From an optimization exercise on the open Yosys and OpenROAD flow, aimed at small area, a short achievable clock period and few clock cycles; shortcuts taken in it are not production practice. Where RTL was checked, it was by simulation tests only, not by an equivalence proof against the original. No activity file was given, so power comes from the tool's default toggle rates.

==> try-delta <==
Design CPU, start of the top module:
module CPU(input  logic        clk_i, rst_i,
           output logic [63:0] imem_addr_o,
           input  logic [31:0] imem_data_i,
           output logic        dmem_we_o, dmem_re_o,
           output logic [2:0]  dmem_funct3_o,
           output logic [63:0] dmem_addr_o, dmem_wdata_o,
           input  logic [63:0] dmem_rdata_i,
           output logic        wb_we_o,
           output logic [4:0]  wb_rd_o,
           output logic [63:0] wb_data_o);
Settings: LEC_CHECK=0, CAP_MARGIN=20, CORE_MARGIN=2, CORE_UTILIZATION=40, SLEW_MARGIN=20; clock period 16.0 ns.
standard.sh (not shown) runs the stock make flow with config.mk's settings and CLKGATE_MAP_FILE= SYNTH_SCRIPT=/design/flow/synth_recipe.tcl, a recipe that flattens the netlist after the stock synthesis.
==> flow/flow/run.sh <==
#!/bin/bash
# The standard synthesis, then the standard layout (standard.sh) with these changes:
#  - the delay cells (clkdlybuf4s*, dlygate*, dlymetal*) are kept out of the layout steps,
#    so the port buffers and the resizer's buffers are plain buffers;
#  - the resizer's timing repair (after CTS and after global routing) works to a setup
#    margin, so that paths end well inside the clock period (the SDC is the standard flow's, unchanged).
set -euo pipefail
PLATFORM_DONT_USE="sky130_fd_sc_hd__probe_p_8 sky130_fd_sc_hd__probec_p_8 sky130_fd_sc_hd__lpflow_bleeder_1 sky130_fd_sc_hd__lpflow_clkbufkapwr_1 sky130_fd_sc_hd__lpflow_clkbufkapwr_16 sky130_fd_sc_hd__lpflow_clkbufkapwr_2 sky130_fd_sc_hd__lpflow_clkbufkapwr_4 sky130_fd_sc_hd__lpflow_clkbufkapwr_8 sky130_fd_sc_hd__lpflow_clkinvkapwr_1 sky130_fd_sc_hd__lpflow_clkinvkapwr_16 sky130_fd_sc_hd__lpflow_clkinvkapwr_2 sky130_fd_sc_hd__lpflow_clkinvkapwr_4 sky130_fd_sc_hd__lpflow_clkinvkapwr_8 sky130_fd_sc_hd__lpflow_decapkapwr_12 sky130_fd_sc_hd__lpflow_decapkapwr_3 sky130_fd_sc_hd__lpflow_decapkapwr_4 sky130_fd_sc_hd__lpflow_decapkapwr_6 sky130_fd_sc_hd__lpflow_decapkapwr_8 sky130_fd_sc_hd__lpflow_inputiso0n_1 sky130_fd_sc_hd__lpflow_inputiso0p_1 sky130_fd_sc_hd__lpflow_inputiso1n_1 sky130_fd_sc_hd__lpflow_inputiso1p_1 sky130_fd_sc_hd__lpflow_inputisolatch_1 sky130_fd_sc_hd__lpflow_isobufsrc_1 sky130_fd_sc_hd__lpflow_isobufsrc_16 sky130_fd_sc_hd__lpflow_isobufsrc_2 sky130_fd_sc_hd__lpflow_isobufsrc_4 sky130_fd_sc_hd__lpflow_isobufsrc_8 sky130_fd_sc_hd__lpflow_isobufsrckapwr_16 sky130_fd_sc_hd__lpflow_lsbuf_lh_hl_isowell_tap_1 sky130_fd_sc_hd__lpflow_lsbuf_lh_hl_isowell_tap_2 sky130_fd_sc_hd__lpflow_lsbuf_lh_hl_isowell_tap_4 sky130_fd_sc_hd__lpflow_lsbuf_lh_isowell_4 sky130_fd_sc_hd__lpflow_lsbuf_lh_isowell_tap_1 sky130_fd_sc_hd__lpflow_lsbuf_lh_isowell_tap_2 sky130_fd_sc_hd__lpflow_lsbuf_lh_isowell_tap_4"
EXTRA_DONT_USE="sky130_fd_sc_hd__clkdlybuf4s* sky130_fd_sc_hd__dlygate* sky130_fd_sc_hd__dlymetal*"
MARGIN=$(cat flow/margin.txt)
bash standard.sh synth > synth.log 2>&1
bash standard.sh "DONT_USE_CELLS=$PLATFORM_DONT_USE $EXTRA_DONT_USE" "SETUP_SLACK_MARGIN=$MARGIN" finish > layout.log 2>&1
==> flow/flow/margin.txt <==
11
==> try-raven (differences from try-delta) <==
--- a/flow/design.v
+++ b/flow/design.v
@@ -3329,44 +3329,46 @@
     logic [1:0]   pc_adj;         
     logic         d_v;
     logic [31:0]  d_ins;
     logic [31:1]  d_rs1oh, d_rs2oh;
     logic         d_pred;
     logic [13:2]  d_alt_lo;
     logic [1:0]   d_alt_adj;
-    logic [63:14] d_pchi;
     logic         e_v;
-    logic [63:0]  e_a, e_b, e_sd;
-    logic         e_fa_m, e_fa_w, e_fb_m, e_fb_w, e_fs_m, e_fs_w;
+    logic [63:0]  e_a, e_sd;
+    logic [11:0]  e_imm;
+    logic         e_fa_m, e_fa_w, e_fa_r, e_fs_m, e_fs_w, e_fs_r, e_fb_m, e_fb_w, e_fb_r, e_fb_i;
     logic         e_sub, e_and, e_or, e_mul;
     logic         e_ld, e_st, e_br, e_wr;
     logic [4:0]   e_rd;
     logic [2:0]   e_f3;
     logic         e_beq, e_bne, e_blt, e_bge;
     logic         e_pred;
-    logic [63:2]  e_alt;
-    logic [63:0]  e_ma;
+    logic [13:2]  e_alt_lo;
+    logic [1:0]   e_alt_adj;
     logic [31:0]  e_one, e_two, e_neg;
     logic         m_wr, m_ld, m_mul, m_we, m_re;
     logic [4:0]   m_rd;
     logic [2:0]   m_f3;
     logic [63:0]  m_res, m_sd;
     logic         w_wr;
     logic [4:0]   w_rd;
     logic [31:1]  w_oh;
     logic [63:0]  w_data;
+    logic [63:0]  w_out;          
     logic [31:0] ins;
     assign ins = imem_data_i;
     assign imem_addr_o = {pc_hi, pc_lo, 2'b00};
-    logic        f_immok, f_isbr, f_same, f_pred, f_busy;
+    logic        f_immok, f_isbr, f_same, f_pred, f_busy, f_hold;
     logic [13:2] f_off;           
     logic [14:2] f_seq, f_tgt;    
     logic [1:0]  f_seq_adj, f_tgt_adj;
     logic [31:1] f_rs1oh, f_rs2oh;
     assign f_busy  = pc_adj != 2'b00;
+    assign f_hold  = (d_v && d_ins[6:2] == 5'b11000) || (e_v && e_br);
     assign f_immok = ins[1:0] == 2'b11;
     assign f_isbr  = ins[6:2] == 5'b11000;
     assign f_off   = f_immok ? {ins[31], ins[7], ins[30:25], ins[11:8]} : 12'b0;
     assign f_same  = ins[19:15] == ins[24:20];
     always_comb begin
         if (f_same)
             f_pred = (ins[14:12] == 3'b000) || (ins[14:12] == 3'b101) || (ins[14:12] == 3'b111);
@@ -3434,53 +3436,61 @@
     assign stall = d_v && (
                    (e_v && e_wr && (e_ld || e_mul) &&
                     ((d_use1 && d_rs1 == e_rd) || (d_use2 && d_rs2 == e_rd))) ||
                    (d_mul && e_v && e_wr &&
                     ((d_use1 && d_rs1 == e_rd) || (d_use2 && d_rs2 == e_rd))) ||
                    (d_mul && m_wr &&
                     ((d_use1 && d_rs1 == m_rd) || (d_use2 && d_rs2 == m_rd))));
+    logic d_fa_m, d_fa_w, d_fs_m, d_fs_w;
+    assign d_fa_m = e_v && e_wr && e_rd == d_rs1;
+    assign d_fa_w = !d_fa_m && m_wr && m_rd == d_rs1;
+    assign d_fs_m = e_v && e_wr && e_rd == d_rs2;
+    assign d_fs_w = !d_fs_m && m_wr && m_rd == d_rs2;
     logic [63:0] x_a, x_b, x_s, x_sum, x_res, x_op2;
     logic        x_eq, x_ltu, x_taken, x_redir;
-    assign x_a = e_fa_m ? m_res : e_fa_w ? w_data : e_a;
-    assign x_b = e_fb_m ? m_res : e_fb_w ? w_data : e_b;
-    assign x_s = e_fs_m ? m_res : e_fs_w ? w_data : e_sd;
+    assign x_a = ({64{e_fa_m}} & m_res) | ({64{e_fa_w}} & w_data) | ({64{e_fa_r}} & e_a);
+    assign x_s = ({64{e_fs_m}} & m_res) | ({64{e_fs_w}} & w_data) | ({64{e_fs_r}} & e_sd);
+    assign x_b = ({64{e_fb_m}} & m_res) | ({64{e_fb_w}} & w_data) | ({64{e_fb_r}} & e_sd) |
+                 ({64{e_fb_i}} & {{52{e_imm[11]}}, e_imm});
     assign x_op2 = e_sub ? ~x_b : x_b;
     assign x_sum = x_a + x_op2 + {63'd0, e_sub};
     always_comb begin
         x_res = x_sum;
         if (e_and) x_res = x_a & x_b;
         if (e_or)  x_res = x_a | x_b;
     end
     assign x_eq  = x_a == x_s;
     assign x_ltu = x_a < x_s;
     assign x_taken = (e_beq & x_eq) | (e_bne & ~x_eq) | (e_blt & x_ltu) | (e_bge & ~x_ltu);
     assign x_redir = e_v && e_br && (x_taken != e_pred);
     logic [246:0] x_pp, m_pp;
-    MulPP mul_pp(.a(e_ma), .one(e_one), .two(e_two), .neg(e_neg), .pp(x_pp));
+    MulPP mul_pp(.a(e_a & {64{e_mul}}), .one(e_one), .two(e_two), .neg(e_neg), .pp(x_pp));
     logic [63:0] m_prod;
     MulFin mul_fin(.pp(m_pp), .p(m_prod));
     assign dmem_we_o     = m_we;
     assign dmem_re_o     = m_re;
     assign dmem_funct3_o = m_f3;
     assign dmem_addr_o   = m_res;
     assign dmem_wdata_o  = m_sd;
     assign wb_we_o   = w_wr;
     assign wb_rd_o   = w_rd;
-    assign wb_data_o = w_data;
+    assign wb_data_o = w_out;
     always_ff @(posedge clk_i) begin
         if (rst_i) begin
             pc_lo  <= 12'd0;
             pc_hi  <= 50'd0;
             pc_adj <= 2'b00;
         end else if (x_redir) begin
-            {pc_hi, pc_lo} <= e_alt;
-            pc_adj <= 2'b00;
+            pc_lo  <= e_alt_lo;
+            pc_adj <= e_alt_adj;
         end else if (f_busy) begin
-            pc_hi  <= pc_adj[0] ? pc_hi + 50'd1 : pc_hi - 50'd1;
-            pc_adj <= 2'b00;
+            if (!f_hold) begin
+                pc_hi  <= pc_adj[0] ? pc_hi + 50'd1 : pc_hi - 50'd1;
+                pc_adj <= 2'b00;
+            end
         end else if (!stall) begin
             pc_lo  <= f_pred ? f_tgt[13:2] : f_seq[13:2];
             pc_adj <= f_pred ? f_tgt_adj : f_seq_adj;
         end
         if (rst_i || x_redir)
             d_v <= 1'b0;
         else if (!stall)
@@ -3488,46 +3498,49 @@
         if (!stall) begin
             d_ins     <= ins;
             d_rs1oh   <= f_rs1oh;
             d_rs2oh   <= f_rs2oh;
             d_pred    <= f_pred;
             d_alt_lo  <= f_pred ? f_seq[13:2] : f_tgt[13:2];
             d_alt_adj <= f_pred ? f_seq_adj : f_tgt_adj;
-            d_pchi    <= pc_hi;
         end
         e_v    <= !rst_i && !x_redir && d_v && !stall;
         e_a    <= d_v1;
-        e_b    <= d_op2;
         e_sd   <= d_v2;
-        e_fa_m <= e_v && e_wr && e_rd == d_rs1;
-        e_fa_w <= m_wr && m_rd == d_rs1;
-        e_fb_m <= !d_useimm && e_v && e_wr && e_rd == d_rs2;
-        e_fb_w <= !d_useimm && m_wr && m_rd == d_rs2;
-        e_fs_m <= e_v && e_wr && e_rd == d_rs2;
-        e_fs_w <= m_wr && m_rd == d_rs2;
+        e_imm  <= d_imm;
+        e_fa_m <= d_fa_m;
+        e_fa_w <= d_fa_w;
+        e_fa_r <= !d_fa_m && !d_fa_w;
+        e_fs_m <= d_fs_m;
+        e_fs_w <= d_fs_w;
+        e_fs_r <= !d_fs_m && !d_fs_w;
+        e_fb_m <= !d_useimm && d_fs_m;
+        e_fb_w <= !d_useimm && d_fs_w;
+        e_fb_r <= !d_useimm && !d_fs_m && !d_fs_w;
+        e_fb_i <= d_useimm;
         e_sub  <= d_alu && d_f7 == 7'b0100000 && d_f3 == 3'b000;
         e_and  <= d_alu && d_f7 == 7'b0000000 && d_f3 == 3'b111;
         e_or   <= d_alu && d_f7 == 7'b0000000 && d_f3 == 3'b110;
         e_mul  <= d_mul;
-        e_ma   <= d_mul ? d_v1  : 64'd0;
         e_one  <= d_mul ? d_one : 32'd0;
         e_two  <= d_mul ? d_two : 32'd0;
         e_neg  <= d_mul ? d_neg : 32'd0;
         e_ld   <= d_ld;
         e_st   <= d_st;
         e_br   <= d_br;
         e_wr   <= d_wr;
         e_rd   <= d_rd;
         e_f3   <= d_f3;
         e_beq  <= d_f3 == 3'b000;
         e_bne  <= d_f3 == 3'b001;
         e_blt  <= d_f3 == 3'b100 || d_f3 == 3'b110;
         e_bge  <= d_f3 == 3'b101 || d_f3 == 3'b111;
         e_pred <= d_pred;
-        e_alt  <= {d_alt_adj[0] ? d_pchi + 50'd1 : d_alt_adj[1] ? d_pchi - 50'd1 : d_pchi, d_alt_lo};
+        e_alt_lo  <= d_alt_lo;
+        e_alt_adj <= d_alt_adj;
         m_wr  <= e_v && e_wr;
         m_we  <= e_v && e_st;
         m_re  <= e_v && e_ld;
         m_ld  <= e_ld;
         m_mul <= e_mul;
         m_rd  <= e_rd;
         m_f3  <= e_f3;
@@ -3535,9 +3548,10 @@
         m_sd  <= x_s;
         m_pp  <= x_pp;
         w_wr   <= !rst_i && m_wr;
         w_rd   <= m_rd;
         for (int i = 1; i < 32; i++)
             w_oh[i] <= !rst_i && m_wr && m_rd == i[4:0];
         w_data <= m_ld ? dmem_rdata_i : m_mul ? m_prod : m_res;
+        w_out  <= (m_ld ? dmem_rdata_i : m_mul ? m_prod : m_res) & {64{m_wr}};
     end
 endmodule
==> flow/config.mk (replaced) <==
export PLATFORM = sky130hd
export DESIGN_NAME = CPU
export DESIGN_NICKNAME = CPU
export VERILOG_FILES = /design/flow/design.v
export SDC_FILE = /design/flow/constraint.sdc
export NUM_CORES = 8
export LEC_CHECK = 0
export CAP_MARGIN = 40
export CORE_MARGIN = 2
export CORE_UTILIZATION = 40
export CTS_CLUSTER_DIAMETER = 100
export CTS_CLUSTER_SIZE = 30
export SLEW_MARGIN = 60
==> try-umber (differences from try-delta) <==
--- a/flow/design.v
+++ b/flow/design.v
@@ -3329,44 +3329,47 @@
     logic [1:0]   pc_adj;         
     logic         d_v;
     logic [31:0]  d_ins;
     logic [31:1]  d_rs1oh, d_rs2oh;
     logic         d_pred;
     logic [13:2]  d_alt_lo;
     logic [1:0]   d_alt_adj;
-    logic [63:14] d_pchi;
     logic         e_v;
-    logic [63:0]  e_a, e_b, e_sd;
-    logic         e_fa_m, e_fa_w, e_fb_m, e_fb_w, e_fs_m, e_fs_w;
+    logic [63:0]  e_a, e_sd;
+    logic [11:0]  e_imm;
+    logic         e_fa_m, e_fa_w, e_fa_r, e_fs_m, e_fs_w, e_fs_r, e_fb_m, e_fb_w, e_fb_r, e_fb_i;
     logic         e_sub, e_and, e_or, e_mul;
     logic         e_ld, e_st, e_br, e_wr;
     logic [4:0]   e_rd;
     logic [2:0]   e_f3;
     logic         e_beq, e_bne, e_blt, e_bge;
     logic         e_pred;
-    logic [63:2]  e_alt;
-    logic [63:0]  e_ma;
+    logic [13:2]  e_alt_lo;
+    logic [1:0]   e_alt_adj;
     logic [31:0]  e_one, e_two, e_neg;
     logic         m_wr, m_ld, m_mul, m_we, m_re;
     logic [4:0]   m_rd;
     logic [2:0]   m_f3;
     logic [63:0]  m_res, m_sd;
+    logic [63:0]  m_addr;         
     logic         w_wr;
     logic [4:0]   w_rd;
     logic [31:1]  w_oh;
     logic [63:0]  w_data;
+    logic [63:0]  w_out;          
     logic [31:0] ins;
     assign ins = imem_data_i;
     assign imem_addr_o = {pc_hi, pc_lo, 2'b00};
-    logic        f_immok, f_isbr, f_same, f_pred, f_busy;
+    logic        f_immok, f_isbr, f_same, f_pred, f_busy, f_hold;
     logic [13:2] f_off;           
     logic [14:2] f_seq, f_tgt;    
     logic [1:0]  f_seq_adj, f_tgt_adj;
     logic [31:1] f_rs1oh, f_rs2oh;
     assign f_busy  = pc_adj != 2'b00;
+    assign f_hold  = (d_v && d_ins[6:2] == 5'b11000) || (e_v && e_br);
     assign f_immok = ins[1:0] == 2'b11;
     assign f_isbr  = ins[6:2] == 5'b11000;
     assign f_off   = f_immok ? {ins[31], ins[7], ins[30:25], ins[11:8]} : 12'b0;
     assign f_same  = ins[19:15] == ins[24:20];
     always_comb begin
         if (f_same)
             f_pred = (ins[14:12] == 3'b000) || (ins[14:12] == 3'b101) || (ins[14:12] == 3'b111);
@@ -3413,16 +3416,19 @@
     assign d_use2  = d_r | d_st | d_br;
     assign d_useimm = d_i | d_ld | d_st;
     assign d_imm   = !d_immok ? 12'd0 : d_st ? {d_ins[31:25], d_ins[11:7]} : d_ins[31:20];
     RegisterFile rf(.clk_i, .we_i(w_oh), .wd_i(w_data),
                     .rs1_i(d_rs1oh), .rs2_i(d_rs2oh), .rd1_o(d_rf1), .rd2_o(d_rf2));
     assign d_byp1 = |(w_oh & d_rs1oh);
     assign d_byp2 = |(w_oh & d_rs2oh);
-    assign d_v1 = d_byp1 ? w_data : d_rf1;
-    assign d_v2 = d_byp2 ? w_data : d_rf2;
+    logic d_mbyp1, d_mbyp2;
+    assign d_mbyp1 = m_wr && !m_ld && !m_mul && m_rd == d_rs1;
+    assign d_mbyp2 = m_wr && !m_ld && !m_mul && m_rd == d_rs2;
+    assign d_v1 = d_mbyp1 ? m_res : d_byp1 ? w_data : d_rf1;
+    assign d_v2 = d_mbyp2 ? m_res : d_byp2 ? w_data : d_rf2;
     assign d_op2 = d_useimm ? {{52{d_imm[11]}}, d_imm} : d_v2;
     always_comb begin
         for (int k = 0; k < 32; k++) begin
             logic b2, b1, b0;
             b2 = d_op2[2*k+1];
             b1 = d_op2[2*k];
             b0 = (k == 0) ? 1'b0 : d_op2[2*k-1];
@@ -3432,55 +3438,63 @@
         end
     end
     assign stall = d_v && (
                    (e_v && e_wr && (e_ld || e_mul) &&
                     ((d_use1 && d_rs1 == e_rd) || (d_use2 && d_rs2 == e_rd))) ||
                    (d_mul && e_v && e_wr &&
                     ((d_use1 && d_rs1 == e_rd) || (d_use2 && d_rs2 == e_rd))) ||
-                   (d_mul && m_wr &&
+                   (d_mul && m_wr && (m_ld || m_mul) &&
                     ((d_use1 && d_rs1 == m_rd) || (d_use2 && d_rs2 == m_rd))));
+    logic d_fa_m, d_fa_w, d_fs_m, d_fs_w;
+    assign d_fa_m = e_v && e_wr && e_rd == d_rs1;
+    assign d_fa_w = !d_fa_m && m_wr && m_rd == d_rs1;
+    assign d_fs_m = e_v && e_wr && e_rd == d_rs2;
+    assign d_fs_w = !d_fs_m && m_wr && m_rd == d_rs2;
     logic [63:0] x_a, x_b, x_s, x_sum, x_res, x_op2;
     logic        x_eq, x_ltu, x_taken, x_redir;
-    assign x_a = e_fa_m ? m_res : e_fa_w ? w_data : e_a;
-    assign x_b = e_fb_m ? m_res : e_fb_w ? w_data : e_b;
-    assign x_s = e_fs_m ? m_res : e_fs_w ? w_data : e_sd;
+    assign x_a = ({64{e_fa_m}} & m_res) | ({64{e_fa_w}} & w_data) | ({64{e_fa_r}} & e_a);
+    assign x_s = ({64{e_fs_m}} & m_res) | ({64{e_fs_w}} & w_data) | ({64{e_fs_r}} & e_sd);
+    assign x_b = ({64{e_fb_m}} & m_res) | ({64{e_fb_w}} & w_data) | ({64{e_fb_r}} & e_sd) |
+                 ({64{e_fb_i}} & {{52{e_imm[11]}}, e_imm});
     assign x_op2 = e_sub ? ~x_b : x_b;
     assign x_sum = x_a + x_op2 + {63'd0, e_sub};
     always_comb begin
         x_res = x_sum;
         if (e_and) x_res = x_a & x_b;
         if (e_or)  x_res = x_a | x_b;
     end
     assign x_eq  = x_a == x_s;
     assign x_ltu = x_a < x_s;
     assign x_taken = (e_beq & x_eq) | (e_bne & ~x_eq) | (e_blt & x_ltu) | (e_bge & ~x_ltu);
     assign x_redir = e_v && e_br && (x_taken != e_pred);
     logic [246:0] x_pp, m_pp;
-    MulPP mul_pp(.a(e_ma), .one(e_one), .two(e_two), .neg(e_neg), .pp(x_pp));
+    MulPP mul_pp(.a(e_a & {64{e_mul}}), .one(e_one), .two(e_two), .neg(e_neg), .pp(x_pp));
     logic [63:0] m_prod;
     MulFin mul_fin(.pp(m_pp), .p(m_prod));
     assign dmem_we_o     = m_we;
     assign dmem_re_o     = m_re;
     assign dmem_funct3_o = m_f3;
-    assign dmem_addr_o   = m_res;
+    assign dmem_addr_o   = m_addr;
     assign dmem_wdata_o  = m_sd;
     assign wb_we_o   = w_wr;
     assign wb_rd_o   = w_rd;
-    assign wb_data_o = w_data;
+    assign wb_data_o = w_out;
     always_ff @(posedge clk_i) begin
         if (rst_i) begin
             pc_lo  <= 12'd0;
             pc_hi  <= 50'd0;
             pc_adj <= 2'b00;
         end else if (x_redir) begin
-            {pc_hi, pc_lo} <= e_alt;
-            pc_adj <= 2'b00;
+            pc_lo  <= e_alt_lo;
+            pc_adj <= e_alt_adj;
         end else if (f_busy) begin
-            pc_hi  <= pc_adj[0] ? pc_hi + 50'd1 : pc_hi - 50'd1;
-            pc_adj <= 2'b00;
+            if (!f_hold) begin
+                pc_hi  <= pc_adj[0] ? pc_hi + 50'd1 : pc_hi - 50'd1;
+                pc_adj <= 2'b00;
+            end
         end else if (!stall) begin
             pc_lo  <= f_pred ? f_tgt[13:2] : f_seq[13:2];
             pc_adj <= f_pred ? f_tgt_adj : f_seq_adj;
         end
         if (rst_i || x_redir)
             d_v <= 1'b0;
         else if (!stall)
@@ -3488,56 +3502,62 @@
         if (!stall) begin
             d_ins     <= ins;
             d_rs1oh   <= f_rs1oh;
             d_rs2oh   <= f_rs2oh;
             d_pred    <= f_pred;
             d_alt_lo  <= f_pred ? f_seq[13:2] : f_tgt[13:2];
             d_alt_adj <= f_pred ? f_seq_adj : f_tgt_adj;
-            d_pchi    <= pc_hi;
         end
         e_v    <= !rst_i && !x_redir && d_v && !stall;
         e_a    <= d_v1;
-        e_b    <= d_op2;
         e_sd   <= d_v2;
-        e_fa_m <= e_v && e_wr && e_rd == d_rs1;
-        e_fa_w <= m_wr && m_rd == d_rs1;
-        e_fb_m <= !d_useimm && e_v && e_wr && e_rd == d_rs2;
-        e_fb_w <= !d_useimm && m_wr && m_rd == d_rs2;
-        e_fs_m <= e_v && e_wr && e_rd == d_rs2;
-        e_fs_w <= m_wr && m_rd == d_rs2;
+        e_imm  <= d_imm;
+        e_fa_m <= d_fa_m;
+        e_fa_w <= d_fa_w;
+        e_fa_r <= !d_fa_m && !d_fa_w;
+        e_fs_m <= d_fs_m;
+        e_fs_w <= d_fs_w;
+        e_fs_r <= !d_fs_m && !d_fs_w;
+        e_fb_m <= !d_useimm && d_fs_m;
+        e_fb_w <= !d_useimm && d_fs_w;
+        e_fb_r <= !d_useimm && !d_fs_m && !d_fs_w;
+        e_fb_i <= d_useimm;
         e_sub  <= d_alu && d_f7 == 7'b0100000 && d_f3 == 3'b000;
         e_and  <= d_alu && d_f7 == 7'b0000000 && d_f3 == 3'b111;
         e_or   <= d_alu && d_f7 == 7'b0000000 && d_f3 == 3'b110;
         e_mul  <= d_mul;
-        e_ma   <= d_mul ? d_v1  : 64'd0;
         e_one  <= d_mul ? d_one : 32'd0;
         e_two  <= d_mul ? d_two : 32'd0;
         e_neg  <= d_mul ? d_neg : 32'd0;
         e_ld   <= d_ld;
         e_st   <= d_st;
         e_br   <= d_br;
         e_wr   <= d_wr;
         e_rd   <= d_rd;
         e_f3   <= d_f3;
         e_beq  <= d_f3 == 3'b000;
         e_bne  <= d_f3 == 3'b001;
         e_blt  <= d_f3 == 3'b100 || d_f3 == 3'b110;
         e_bge  <= d_f3 == 3'b101 || d_f3 == 3'b111;
         e_pred <= d_pred;
-        e_alt  <= {d_alt_adj[0] ? d_pchi + 50'd1 : d_alt_adj[1] ? d_pchi - 50'd1 : d_pchi, d_alt_lo};
+        e_alt_lo  <= d_alt_lo;
+        e_alt_adj <= d_alt_adj;
         m_wr  <= e_v && e_wr;
         m_we  <= e_v && e_st;
         m_re  <= e_v && e_ld;
         m_ld  <= e_ld;
         m_mul <= e_mul;
         m_rd  <= e_rd;
         m_f3  <= e_f3;
         m_res <= x_res;
+        if (e_ld || e_st)
+            m_addr <= x_sum;
         m_sd  <= x_s;
         m_pp  <= x_pp;
         w_wr   <= !rst_i && m_wr;
         w_rd   <= m_rd;
         for (int i = 1; i < 32; i++)
             w_oh[i] <= !rst_i && m_wr && m_rd == i[4:0];
         w_data <= m_ld ? dmem_rdata_i : m_mul ? m_prod : m_res;
+        w_out  <= (m_ld ? dmem_rdata_i : m_mul ? m_prod : m_res) & {64{m_wr}};
     end
 endmodule
==> flow/config.mk (replaced) <==
export PLATFORM = sky130hd
export DESIGN_NAME = CPU
export DESIGN_NICKNAME = CPU
export VERILOG_FILES = /design/flow/design.v
export SDC_FILE = /design/flow/constraint.sdc
export NUM_CORES = 8
export LEC_CHECK = 0
export CAP_MARGIN = 40
export CORE_MARGIN = 2
export CORE_UTILIZATION = 40
export CTS_CLUSTER_DIAMETER = 80
export CTS_CLUSTER_SIZE = 20
export SLEW_MARGIN = 60
==> run summary <==
- Of try-delta and try-raven, try-delta has the higher first-iteration DRC count (gap 0.41%, measured against try-raven).
- Between try-delta and try-umber, the lower clock skew is in try-umber (gap 0.0074 ns).
- Synthesized area, lowest first: try-raven, try-umber, try-delta.
- The lowest global-route usage belongs to try-raven, the highest to try-delta.
- Against try-delta, the total power of try-raven is lower by 22%.
- try-delta finished with timing, DRC and antenna clean. try-raven went through all stages and came out clean. try-umber finished clean.
==> figures <==
quantity                                                    try-delta                try-raven                try-umber
Post-CTS Resized                                                  611                      122                       96
Clock-cell share of area                                       5.901%                   2.484%                   3.091%
Worst Setup End Kind                                        flip-flop              output port                flip-flop
Vertical extent of the die                                   662.6 µm                 651.7 µm                 658.8 µm
Fill cell instance count of the final layout                    39460                    38020                    39330
Global-route wire length before repair                        1226 mm                  1111 mm                  1164 mm
Worst setup path endpoint                         e_ma[32]$_SDFF_PN0_          dmem_addr_o[12]   pc_lo[12]$_SDFFE_PP0P_
WL final                                                     919.9 mm                 821.3 mm                 860.9 mm
Cell total after placement                                      20260                    19640                    20310
Worst Path Required                                          16.95 ns                 12.80 ns                 16.91 ns
Area of all placed cells without fillers                   198200 µm²               186600 µm²               192400 µm²
Status                                        complete, no violations  complete, no violations  complete, no violations
Testbench counts of try-umber, summed over its fixed seeds: cycles 45,344.
Only the layout flow was run in try-delta and try-raven; the RTL was not checked for function there.

[separate check: timing with driven ports]
How much do the figures lean on ideal ports? The routed layouts below were timed once more, with nothing changed but the port constraints.
Step 1 (the two cells are an assumption about what drives the block):
set clk [get_ports {clk_i}]
set_driving_cell -lib_cell sky130_fd_sc_hd__clkbuf_16 $clk
set_driving_cell -lib_cell sky130_fd_sc_hd__buf_2 [delete_from_list [all_inputs] $clk]
Step 2 adds t to the input delays and takes it off the output delays; t is the mean of the earliest and latest rising clock arrival at the registers after step 1. Input paths then give back, and output paths get back, about the clock's delay inside the block.
a / b / c = no drivers / after step 1 / after step 2; a / b = the first two.
run | t (ns) | slack for setup (ns) | latest minus earliest clock arrival (ns) | slew at the worst register clock pin (ns) | pins driven straight from the clock port
try-delta | 1.133 | 10.425 / 10.425 / 9.898 | 0.125 / 0.125 | 0.07 / 0.07 | 1
try-raven | 1.075 | 10.965 / 10.836 / 10.017 | 0.159 / 0.159 | 0.12 / 0.12 | 1
try-umber | 1.123 | 10.810 / 10.850 / 9.727 | 0.121 / 0.121 | 0.10 / 0.10 | 1
After both steps every run listed still meets setup and hold. The setup slack of try-umber, which loses most, moves by +0.040 ns with the drivers and by -1.083 ns with both steps.
